This is an optimization exercise on Yosys and OpenROAD, whose aim is small area and a short achievable clock period, not a production implementation.
Only simulation tests tie the RTL to the original design; equivalence was not proved.
Power is estimated from default activity; no workload was simulated.

==> flow/design.v <==
module programcounter#(parameter WIDTH=32)
(input rst,
input clk,
input [WIDTH-1:0] cnt_in,
output reg [WIDTH-1:0] cnt_out);
always@(posedge clk)
begin
if(rst)
cnt_out<={WIDTH{1'b0}};
else
cnt_out<=cnt_in;
end
endmodule
module pcadder#(parameter AWIDTH=32)
(input [AWIDTH-1:0] cnt_out,
output [AWIDTH-1:0] cnt_out1);
assign  cnt_out1=cnt_out+4;
endmodule
module multiplexor#(parameter DWIDTH=32)
(input[DWIDTH-1:0]  a,
input [DWIDTH-1:0] b,
input sel,
output[DWIDTH-1:0] muxout);
assign muxout=sel?a:b;
endmodule
module multiplexorfour#(parameter DWIDTH=32)
(input [DWIDTH-1:0] ina,
input [DWIDTH-1:0] inb,
input [DWIDTH-1:0] inc,
input [1:0] select,
output reg [DWIDTH-1:0] wb);
always@(*)
case(select)
2'b00: wb=ina;
2'b01: wb=inb;
default: wb=inc;
endcase
endmodule
module comparator#(parameter DWIDTH=32)
(input [DWIDTH-1:0] porta,
input [DWIDTH-1:0] portb,
input BrUn,
output BrEq,
output BrLT);
assign BrEq=(porta==portb)?1'b1:1'b0;
assign BrLT=BrUn?(($unsigned(porta)<$unsigned(portb))?1'b1:1'b0)
               :(($signed(porta)<$signed(portb))?1'b1:1'b0);
endmodule
module alu #(parameter DWIDTH=32)
(input [3:0]ALUSEL,
input [DWIDTH-1:0] porta,
input [DWIDTH-1:0] portb,
output reg [DWIDTH-1:0] aluout );
always@(*)
case(ALUSEL)
4'b0000:
aluout=porta+portb;
4'b0001:
aluout=porta&portb;
4'b0010:
aluout=porta^portb;
4'b0011:
aluout=porta-portb;
4'b0100:
aluout=porta<<portb[4:0];
4'b0101:
aluout=($signed(porta)<$signed(portb))?1:0;
4'b0110:
aluout=(porta<portb)?1:0;
4'b0111:
aluout=porta>>portb[4:0];
4'b1000:
aluout=porta|portb;
4'b1001:
aluout=$signed(porta)>>>portb[4:0];
4'b1010:
aluout=portb;
default:
aluout=porta+portb;
endcase
endmodule
module immediategenerator(input [31:0] instruction,
input [2:0] ImmSEL,
output  [31:0] immediate);
reg [31:0] immediate1;
always@(*)
begin
case(ImmSEL)
3'b000:
immediate1={{20{instruction[31]}},instruction[31:20]};
3'b001:
immediate1={{20{instruction[31]}},instruction[31:25],instruction[11:7]};
3'b010:
immediate1={{19{instruction[31]}},instruction[31],instruction[7],instruction[30:25],instruction[11:8],1'b0};
3'b011:
immediate1={instruction[31:12],12'b0};
default:
immediate1={{11{instruction[31]}},instruction[31],instruction[19:12],instruction[20],instruction[30:21],1'b0};
endcase
end
assign immediate=immediate1;
endmodule
module regfile#(parameter DWIDTH=32,
AWIDTH=32)
(input [4:0] rs1 ,
input [4:0] rs2,
input [4:0] rd,
input clk,
input[DWIDTH-1:0] writedata,
input RegWen,
output [DWIDTH-1:0] porta,
output[DWIDTH-1:0] portb);
reg [DWIDTH-1:0] reg1[31:1];
assign porta=(rs1==5'd0)?{DWIDTH{1'b0}}:reg1[rs1];
assign portb=(rs2==5'd0)?{DWIDTH{1'b0}}:reg1[rs2];
always@(posedge clk)
begin
if(RegWen && rd!=5'd0)
reg1[rd]<=writedata;
end
endmodule
module datamemory#(parameter DWIDTH=32,
    parameter AWIDTH=32)
(input [DWIDTH-1:0] aluout,
input[2:0] MemRW,
input MemWrite,
input [DWIDTH-1:0] portb,
input [DWIDTH-1:0] rdata,
output [DWIDTH-1:0] wdata,
output reg [3:0] wstrb,
output [DWIDTH-1:0] dataout);
reg [31:0] dataout1;
wire [31:0] temp;
wire [7:0] byte1;
wire [15:0] half1;
assign temp=rdata;
assign byte1=(aluout[1:0]==2'b00)?temp[7:0]:
             (aluout[1:0]==2'b01)?temp[15:8]:
             (aluout[1:0]==2'b10)?temp[23:16]:temp[31:24];
assign half1=aluout[1]?temp[31:16]:temp[15:0];
always@(*)
begin
case(MemRW)
3'b000:
dataout1={{24{byte1[7]}},byte1};
3'b001:
dataout1={{16{half1[15]}},half1};
3'b100:
dataout1={24'b0,byte1};
3'b101:
dataout1={16'b0,half1};
default:
dataout1=temp;
endcase
end
assign dataout=dataout1;
assign wdata=(MemRW[1:0]==2'b00)?{4{portb[7:0]}}:
             (MemRW[1:0]==2'b01)?{2{portb[15:0]}}:portb;
always@(*)
begin
if(!MemWrite)
wstrb=4'b0000;
else if(MemRW[1:0]==2'b00)
wstrb=4'b0001<<aluout[1:0];
else if(MemRW[1:0]==2'b01)
wstrb=aluout[1]?4'b1100:4'b0011;
else
wstrb=4'b1111;
end
endmodule
module control#( parameter instructionwidth=32)
(input [instructionwidth-1:0] instruction,
	input BrEq,
	input  BrLT,
	output reg BrUn,
	output reg[2:0] ImmSel,
	output reg RegWEn,
	output reg [1:0]WBSel,
	output [3:0] ALUSeL,
	output [2:0] MemRW,
	output reg MemWrite,
	output reg MemRead,
	output reg BSel,
        output reg ASel,
         output reg PCSel);
	wire [6:0] opcode;
	wire [2:0] func3;
	wire [6:0] func7;
assign opcode=instruction[6:0];
assign func3=instruction[14:12];
assign func7=instruction[31:25];
localparam [6:0] RTYPE=7'b0110011;
localparam [6:0] ITYPE_1=7'b0000011;
localparam[6:0] ITYPE_2=7'b0010011;
localparam[6:0] SB=7'b1100011;
localparam[6:0] U=7'b0010111;
localparam[6:0] LUI=7'b0110111;
localparam[6:0] UJ=7'b1101111;
localparam[6:0] ITYPE_4=7'b1100111;
localparam[6:0] S=7'b0100011;
reg [3:0] ALUSEL1;
reg [3:0] opsel;
always@(*)
begin
case(func3)
3'b000: opsel=(opcode==RTYPE && func7[5])?4'b0011:4'b0000;
3'b001: opsel=4'b0100;
3'b010: opsel=4'b0101;
3'b011: opsel=4'b0110;
3'b100: opsel=4'b0010;
3'b101: opsel=func7[5]?4'b1001:4'b0111;
3'b110: opsel=4'b1000;
default: opsel=4'b0001;
endcase
end
assign MemRW=func3;
always@(*)
	begin
	BrUn=func3[1];
	ImmSel=3'b000;
	RegWEn=1'b0;
	WBSel=2'b01;
	ALUSEL1=4'b0000;
	MemWrite=1'b0;
	MemRead=1'b0;
	BSel=1'b0;
	ASel=1'b0;
	PCSel=1'b0;
	case(opcode)
RTYPE:
begin
ALUSEL1=opsel;
RegWEn=1'b1;
end
ITYPE_2:
begin
ALUSEL1=opsel;
BSel=1'b1;
RegWEn=1'b1;
end
ITYPE_1:
begin
BSel=1'b1;
WBSel=2'b00;
MemRead=1'b1;
RegWEn=1'b1;
end
S:
begin
ImmSel=3'b001;
BSel=1'b1;
MemWrite=1'b1;
end
SB:
begin
ImmSel=3'b010;
ASel=1'b1;
BSel=1'b1;
case(func3)
3'b000: PCSel=BrEq;
3'b001: PCSel=~BrEq;
3'b100: PCSel=BrLT;
3'b101: PCSel=~BrLT;
3'b110: PCSel=BrLT;
3'b111: PCSel=~BrLT;
default: PCSel=1'b0;
endcase
end
ITYPE_4:
begin
BSel=1'b1;
PCSel=1'b1;
WBSel=2'b10;
RegWEn=1'b1;
end
UJ:
begin
ImmSel=3'b100;
ASel=1'b1;
BSel=1'b1;
WBSel=2'b10;
PCSel=1'b1;
RegWEn=1'b1;
end
U:
begin
ImmSel=3'b011;
ASel=1'b1;
BSel=1'b1;
RegWEn=1'b1;
end
LUI:
begin
ImmSel=3'b011;
BSel=1'b1;
ALUSEL1=4'b1010;
RegWEn=1'b1;
end
default:
begin
end
endcase
end
assign ALUSeL=ALUSEL1;
endmodule
module riscprocessor(
input CLK,
input rst,
output [31:0] imem_addr,
input [31:0] imem_rdata,
output [31:0] dmem_addr,
output dmem_re,
output [3:0] dmem_wstrb,
output [31:0] dmem_wdata,
input [31:0] dmem_rdata,
output wb_en,
output [4:0] wb_rd,
output [31:0] wb_data
);
	localparam  integer AWIDTH=32,DWIDTH=32;
        localparam integer instructionwidth=32;
	wire [AWIDTH-1:0] cnt_out;
        wire [AWIDTH-1:0] cnt_out1;
        wire[31:0] muxout1;
        programcounter#(.WIDTH(AWIDTH))
	programcounter_inst
        (.rst(rst),
	.clk(CLK),
	.cnt_in(muxout1),
	.cnt_out(cnt_out));
wire [DWIDTH-1:0] instruction;
wire[DWIDTH-1:0] aluout;
wire[31:0]wb;
wire [2:0] MemRW;
wire MemWrite;
wire MemRead;
wire[DWIDTH-1:0] dataout;
wire[DWIDTH-1:0] porta;
wire[DWIDTH-1:0] portb;
assign instruction=imem_rdata;
assign imem_addr=cnt_out;
datamemory#(.DWIDTH(DWIDTH),
.AWIDTH(AWIDTH))
datamemory_inst
(.aluout(aluout),
.MemRW(MemRW),
.MemWrite(MemWrite),
.portb(portb),
.rdata(dmem_rdata),
.wdata(dmem_wdata),
.wstrb(dmem_wstrb),
.dataout(dataout));
assign dmem_addr=aluout;
assign dmem_re=MemRead;
wire [4:0] rs1;
wire [4:0]rs2;
wire [4:0] rd;
assign rs1=instruction[19:15];
assign rs2=instruction[24:20];
assign rd=instruction[11:7];
wire RegWEn;
 regfile#(.DWIDTH(DWIDTH),
.AWIDTH(AWIDTH))
regfile_inst
(.rs1(rs1) ,
.rs2(rs2),
.rd(rd),
.clk(CLK),
.writedata(wb),
.RegWen(RegWEn),
.porta(porta),
.portb(portb));
wire BrUn;
wire BrEq;
wire BrLT;
comparator#(.DWIDTH(DWIDTH))
comparator_inst
(.porta(porta),
.portb(portb),
.BrUn(BrUn),
.BrEq(BrEq),
.BrLT(BrLT));
wire [2:0] ImmSel;
wire [1:0]WBSel;
wire [3:0] ALUSel;
wire  BSel;
wire ASel;
wire PCSel;
control
#(.instructionwidth(instructionwidth) )
 control_inst(
.instruction(instruction),
.BrEq(BrEq),
.BrLT(BrLT),
.BrUn(BrUn),
.ImmSel(ImmSel),
.RegWEn(RegWEn),
.WBSel(WBSel),
.ALUSeL(ALUSel),
.MemRW(MemRW),
.MemWrite(MemWrite),
.MemRead(MemRead),
.BSel(BSel),
.ASel(ASel),
.PCSel(PCSel));
wire [31:0] immediate;
immediategenerator immediategenerator_inst
(.instruction(instruction),
.ImmSEL(ImmSel),
.immediate(immediate));
wire [DWIDTH-1:0] alua;
wire [DWIDTH-1:0] alub;
multiplexor#(.DWIDTH(DWIDTH))
multiplexor_asel
(.a(cnt_out),
.b(porta),
.sel(ASel),
 .muxout(alua));
multiplexor#(.DWIDTH(DWIDTH))
multiplexor_bsel
(.a(immediate),
.b(portb),
.sel(BSel),
 .muxout(alub));
alu #(.DWIDTH(DWIDTH))
alu_inst
(.ALUSEL(ALUSel),
  .porta(alua),
  .portb(alub),
 .aluout(aluout));
pcadder#(.AWIDTH(AWIDTH))
pcadder_inst
(.cnt_out(cnt_out),
.cnt_out1(cnt_out1));
multiplexor#(.DWIDTH(DWIDTH))
multiplexor_inst1
(.a({aluout[31:1],1'b0}),
.b(cnt_out1),
.sel(PCSel),
 .muxout(muxout1));
multiplexorfour#(.DWIDTH(DWIDTH))
multiplexorfour_inst
(.ina(dataout),
.inb(aluout),
.inc(cnt_out1),
.select(WBSel),
.wb(wb));
assign wb_en=RegWEn && (rd!=5'd0);
assign wb_rd=rd;
assign wb_data=wb;
endmodule
==> flow/run.sh <==
#!/bin/bash
# synth_recipe.tcl (not shown) runs the flow's synth.tcl, then flattens the netlist and writes it again
# the make line also repeats each setting of config.mk as NAME=value (left out here)
make -C /OpenROAD-flow-scripts/flow DESIGN_CONFIG=/design/flow/config.mk WORK_HOME=/design/flow/orfs CLKGATE_MAP_FILE= SYNTH_SCRIPT=/design/flow/synth_recipe.tcl finish
==> flow/config.mk <==
export PLATFORM = sky130hd
export DESIGN_NAME = riscprocessor
export DESIGN_NICKNAME = riscprocessor
export VERILOG_FILES = /design/flow/design.v
export SDC_FILE = /design/flow/constraint.sdc
export NUM_CORES = 4
export LEC_CHECK = 0
export CAP_MARGIN = 20
export CORE_MARGIN = 2
export CORE_UTILIZATION = 40
export PLACE_DENSITY = 0.6
export SLEW_MARGIN = 20
==> flow/constraint.sdc <==
create_clock -name core_clock -period 13.0 [get_ports {CLK}]
set_input_delay 2.6000 -clock core_clock [delete_from_list [all_inputs] [get_ports {CLK}]]
set_output_delay 2.6000 -clock core_clock [all_outputs]
set_load 0.01 [all_outputs]
==> run summary <==
- The run finished with no timing, DRC or antenna violations.
- Cells with a size suffix above 1 make up 23.8% of the layout.
- STA classifies the critical path endpoint as an output port.
- In this run the standard cell core region covers 150,000 sq um.
- The analysis attributes to net switching a power of 3.48 mW.
- The number of flops mapped to enable cells by yosys is 992.
- Entering global routing, the biggest net connects 68 pins.
- The number of non-filler instances in the completed layout is 7,102.
- The post-detailed-route count of antenna-violating nets is 0.
- The headroom to the max-slew limit is 9.62%.
- The count of input and output buffers is 203.
- Compared with the post-synthesis result, the final layout area differs by 17.4%.
- The final max-slew violation count is 0.
- VDD sags by at most 0.149 mV.
- The synthesized design spends more area on one cell type than any other, namely edfxtp_1.
- The setup path with the least slack is of type in2out.
- The average wire length per cell after detail routing is 37.9 um.
- The max-capacitance violation count is 0.
- Subtracting the final worst setup slack from the clock period gives 12.78 ns.
- After detailed routing, the number of remaining DRC violations is 0.
- After layout, the design draws a total of 10.5 mW.
- The share of synthesized area in the top cell type comes to 49.2%.
- The worst path required time is 10.40 ns.
- The worst hold slack across all endpoints is 0.706 ns.
- The die span in y is 393 um.
- Yosys attributes the largest share of cell area to edfxtp_1 (49%), mux4_2 (13%), mux2i_1 (6.5%).
- The clock tree from TritonCTS is done.
- In this run the static leakage power is 24.9 nW.
- The number of buffers and inverters on the critical path is 7.
- The mean cell area of the mapped netlist is 13.1 sq um.
- The clock latency on the worst-skew pair is 0.78 ns.
- The number of top-level pins is 205.
- The pin slew with the least headroom to its limit is 1.34 ns.
- The part of the power in the clock network is 31.0%.
- The data arrival time of the critical path is 10.18 ns.
- The aggregate global-route resource usage is 34.2%.
- The worst setup path is launched from an input port.
- The power per standard cell area is 148 nW/um^2.
- The number of failing hold endpoints at the final stage is 0.
- By count the netlist is led by edfxtp_1 (992), mux2i_1 (391), mux4_2 (359), nor2_1 (331), a21oi_1 (204).
- Setup repair after global routing left no endpoint under its margin.
- After clock tree synthesis, the flow added hold-fix buffers numbering 0.
- The final layout contains 5,191 nets.
- The via count of the first global-routing pass is 46,400.
- After routing the design area is 71,000 sq um.
- The library cell used as clock root buffer is clkbuf_16.
- After detailed placement, the total cell area comes to 67,200 sq um.
- The initial antenna violation count is 8.
- The async set-reset flop share out of synthesis is 0%.
- After detailed placement, the design holds a cell count of 6,896.
- Clock-pin slew was measured on the worst setup and hold paths at 0.07 ns.
- In this run, the number of DRC markers left after iteration 0 of detailed routing was 7,311.
- By instance count, the cell type seen most on the critical path is buf_4.
- Along the worst path, the maximum fanout reaches 23.
- The clock passes through at most 3 buffers.
- TritonCTS created 109 clock buffers.
- From left edge to right edge, the die measures 393 um.
- The number of clock sinks seen by CTS is 1,023.
- The dominant cell by count in the synthesized netlist is edfxtp_1.
- In the synthesized netlist, the number of instances is 4,610.
- Before antenna repair, the detailed router went through 8 iterations.
- The area of the die is 154,000 sq um.
- For this run, the slowest stage of the critical path takes 0.65 ns.
- The part of the total power dissipated in combinational logic is 30.3%.
- Across the routed clock network, the largest skew measured is 0.0525 ns.
- During synthesis, Yosys emitted a total of 7 warnings.
- The worst path uses 98.3% of the clock period.
- Net switching is 33.1% of the power.
- The number of different library cells in the post-synthesis netlist is 113.
- The synthesized netlist net count is 4,808.
- Counting flops and latches in the post-synthesis netlist gives 1,023.
- Derived from the worst setup path, the maximum achievable clock frequency is 78.3 MHz.
- The critical-path cell with the highest stage delay is or3b_2.
- Registers are responsible for 38.7% of the overall power.
- The number of placement rows is 142.
- The min-delay analysis places its worst path in the category reg2reg.
- The final weighted congestion in routability-driven placement is 1.03.
- The first global-routing pass estimated 368,000 um of wire.
- The total number of vias is 48,400.
- The most instantiated flip-flop cell in the synthesis netlist is edfxtp_1.
- The routed wire length is 269,000 um.
- The initial utilization of the core area, before any placement, comes to 40.3%.
- The netlist area before placement is 60,500 sq um.
- The overall overflow remaining after global route is 0.
- The internal power component is 7.03 mW.
- The detailed-placement wirelength estimate is 184,000 um.
- For this run, the register share of the synthesized area comes to 50.3%.
- Setup violations remaining at the end of the flow were counted as 0.
- The detail-routed via count per cell is 6.81.
- The maximum level of the CTS H-tree is 3.
- In this design, the largest share of critical-path delay is due to compound AO/OA/AOI/OAI gates.
-- power groups by stage --
stage	logic [mW]	registers (mW)	clock network (mW)
2_1_floorplan	1.52	4.17	0
3_5_place_dp	3.06	4.14	0
6_report	3.18	4.07	3.26
3_3_place_gp	3.06	4.14	0
5_1_grt	3.32	4.07	3.41
4_1_cts	3.07	4.07	3.28
-- sequential cells by signal (all words and copies together), names as in the netlist --
register / flops
programcounter_inst.cnt_out: 31
regfile_inst.reg1: 992
-- cell usage in the layout, fill, tap and decap left out, drive strengths merged, types with 55 or more instances in the layout --
cell type,netlist,layout
edfxtp,992,992
buf,190,444
mux2i,395,395
mux4,360,360
nor2,336,336
a21oi,207,207
nand2,198,198
o21ai,195,195
clkdlybuf4s50,0,190
a22oi,140,140
ha,130,130
inv,123,130
clkbuf,173,122
mux2,110,110
nand3,95,95
a211oi,80,80
a221oi,77,77
a21o,59,59
o221ai,55,55
clkinv,3,55
-- metrics by stage --
stage | TNS [ns] | worst slack, ns | util, %
after floorplan | 0 | 0.0129 | -
after global placement | -0.158 | -0.119 | 44.8
after detailed placement | 0 | 0.0539 | 44.8
after CTS | 0 | 0.0206 | 47.3
after global routing | 0 | 0.0230 | 47.4
final | 0 | 0.225 | 47.4
-- repair_timing --
item	CTS	global route
resized for setup	3	19
setup buffers	0	2
endpoints found under the setup margin	1	11
pin swaps	0	2
cloned	0	0
-- per-layer routing --
layer  up-vias  part of all wire (%)  global-route usage, %
met3       829                    13                   9.30
li1      19300                     -                      -
met2      3709                    43                   50.9
met1     24500                    36                   44.3
met4         6                   7.5                   21.5
met5         -                 0.013                      0
-- kinds of logic after synthesis --
group / Yosys count / synth area share, %
simple gates: 936 / 7.40
compound gates: 1116 / 13.0
flops: 1023 / 50.3
fa+ha+maj: 132 / 2.76
xor+xnor: 48 / 0.695
buf+inv: 489 / 3.80
mux: 865 / 22.0
other cells: 1 / 0.00620
-- final timing paths --
check	startpoint	slack, ns	to	cells past startpoint
worst max-delay path	imem_rdata[21]	0.22	wb_data[20]	27
worst max register to register	regfile_inst.reg1[26][5]	5.42	regfile_inst.reg1[5][30]	29
worst min register to register	programcounter_inst.cnt_out[1]	0.71	programcounter_inst.cnt_out[1]	2
worst min-delay path	programcounter_inst.cnt_out[1]	0.71	programcounter_inst.cnt_out[1]	2
-- cell type report --
class / count / area [sq um]
Clock buffer: 122 / 2780
Fill cell: 13400 / 78900
Sequential cell: 1023 / 30400
Tap cell: 2016 / 2520
Timing Repair Buffer: 635 / 5630
Multi-Input combinational cell: 3098 / 28300
Inverter: 126 / 473
Antenna cell: 3 / 7.51
Clock inverter: 79 / 938
-- tightest hold or removal path, cell delays in order, from the launching register on --
cell and delay (ns):
dfxtp_1 0.44, mux2i_1 0.18, nor2_1 0.05

## what the ideal ports hide
In the flow no input, the clock included, has a driving cell. The finished layout below was timed again as built, in two steps.
Step 1, drivers: a clkbuf_16 drives CLK and a buf_2 each remaining input, both assumed.
Step 2 adds t to the input delays and takes it off the output delays; t is the mean of the earliest and latest rising clock arrival at the registers after step 1. Input paths then give back, and output paths get back, about the clock's delay inside the block.
Slacks: ideal ports / drivers / drivers and shift; pairs: ideal ports / drivers.
t, ns: 0.830
slack for setup (ns): 0.225 / 0.072 / 0.072
latest minus earliest clock arrival (ns): 0.053 / 0.052
After both steps setup and hold are still met in this run. For this run, drivers alone change the setup slack by -0.153 ns; drivers and shift together by -0.153 ns.
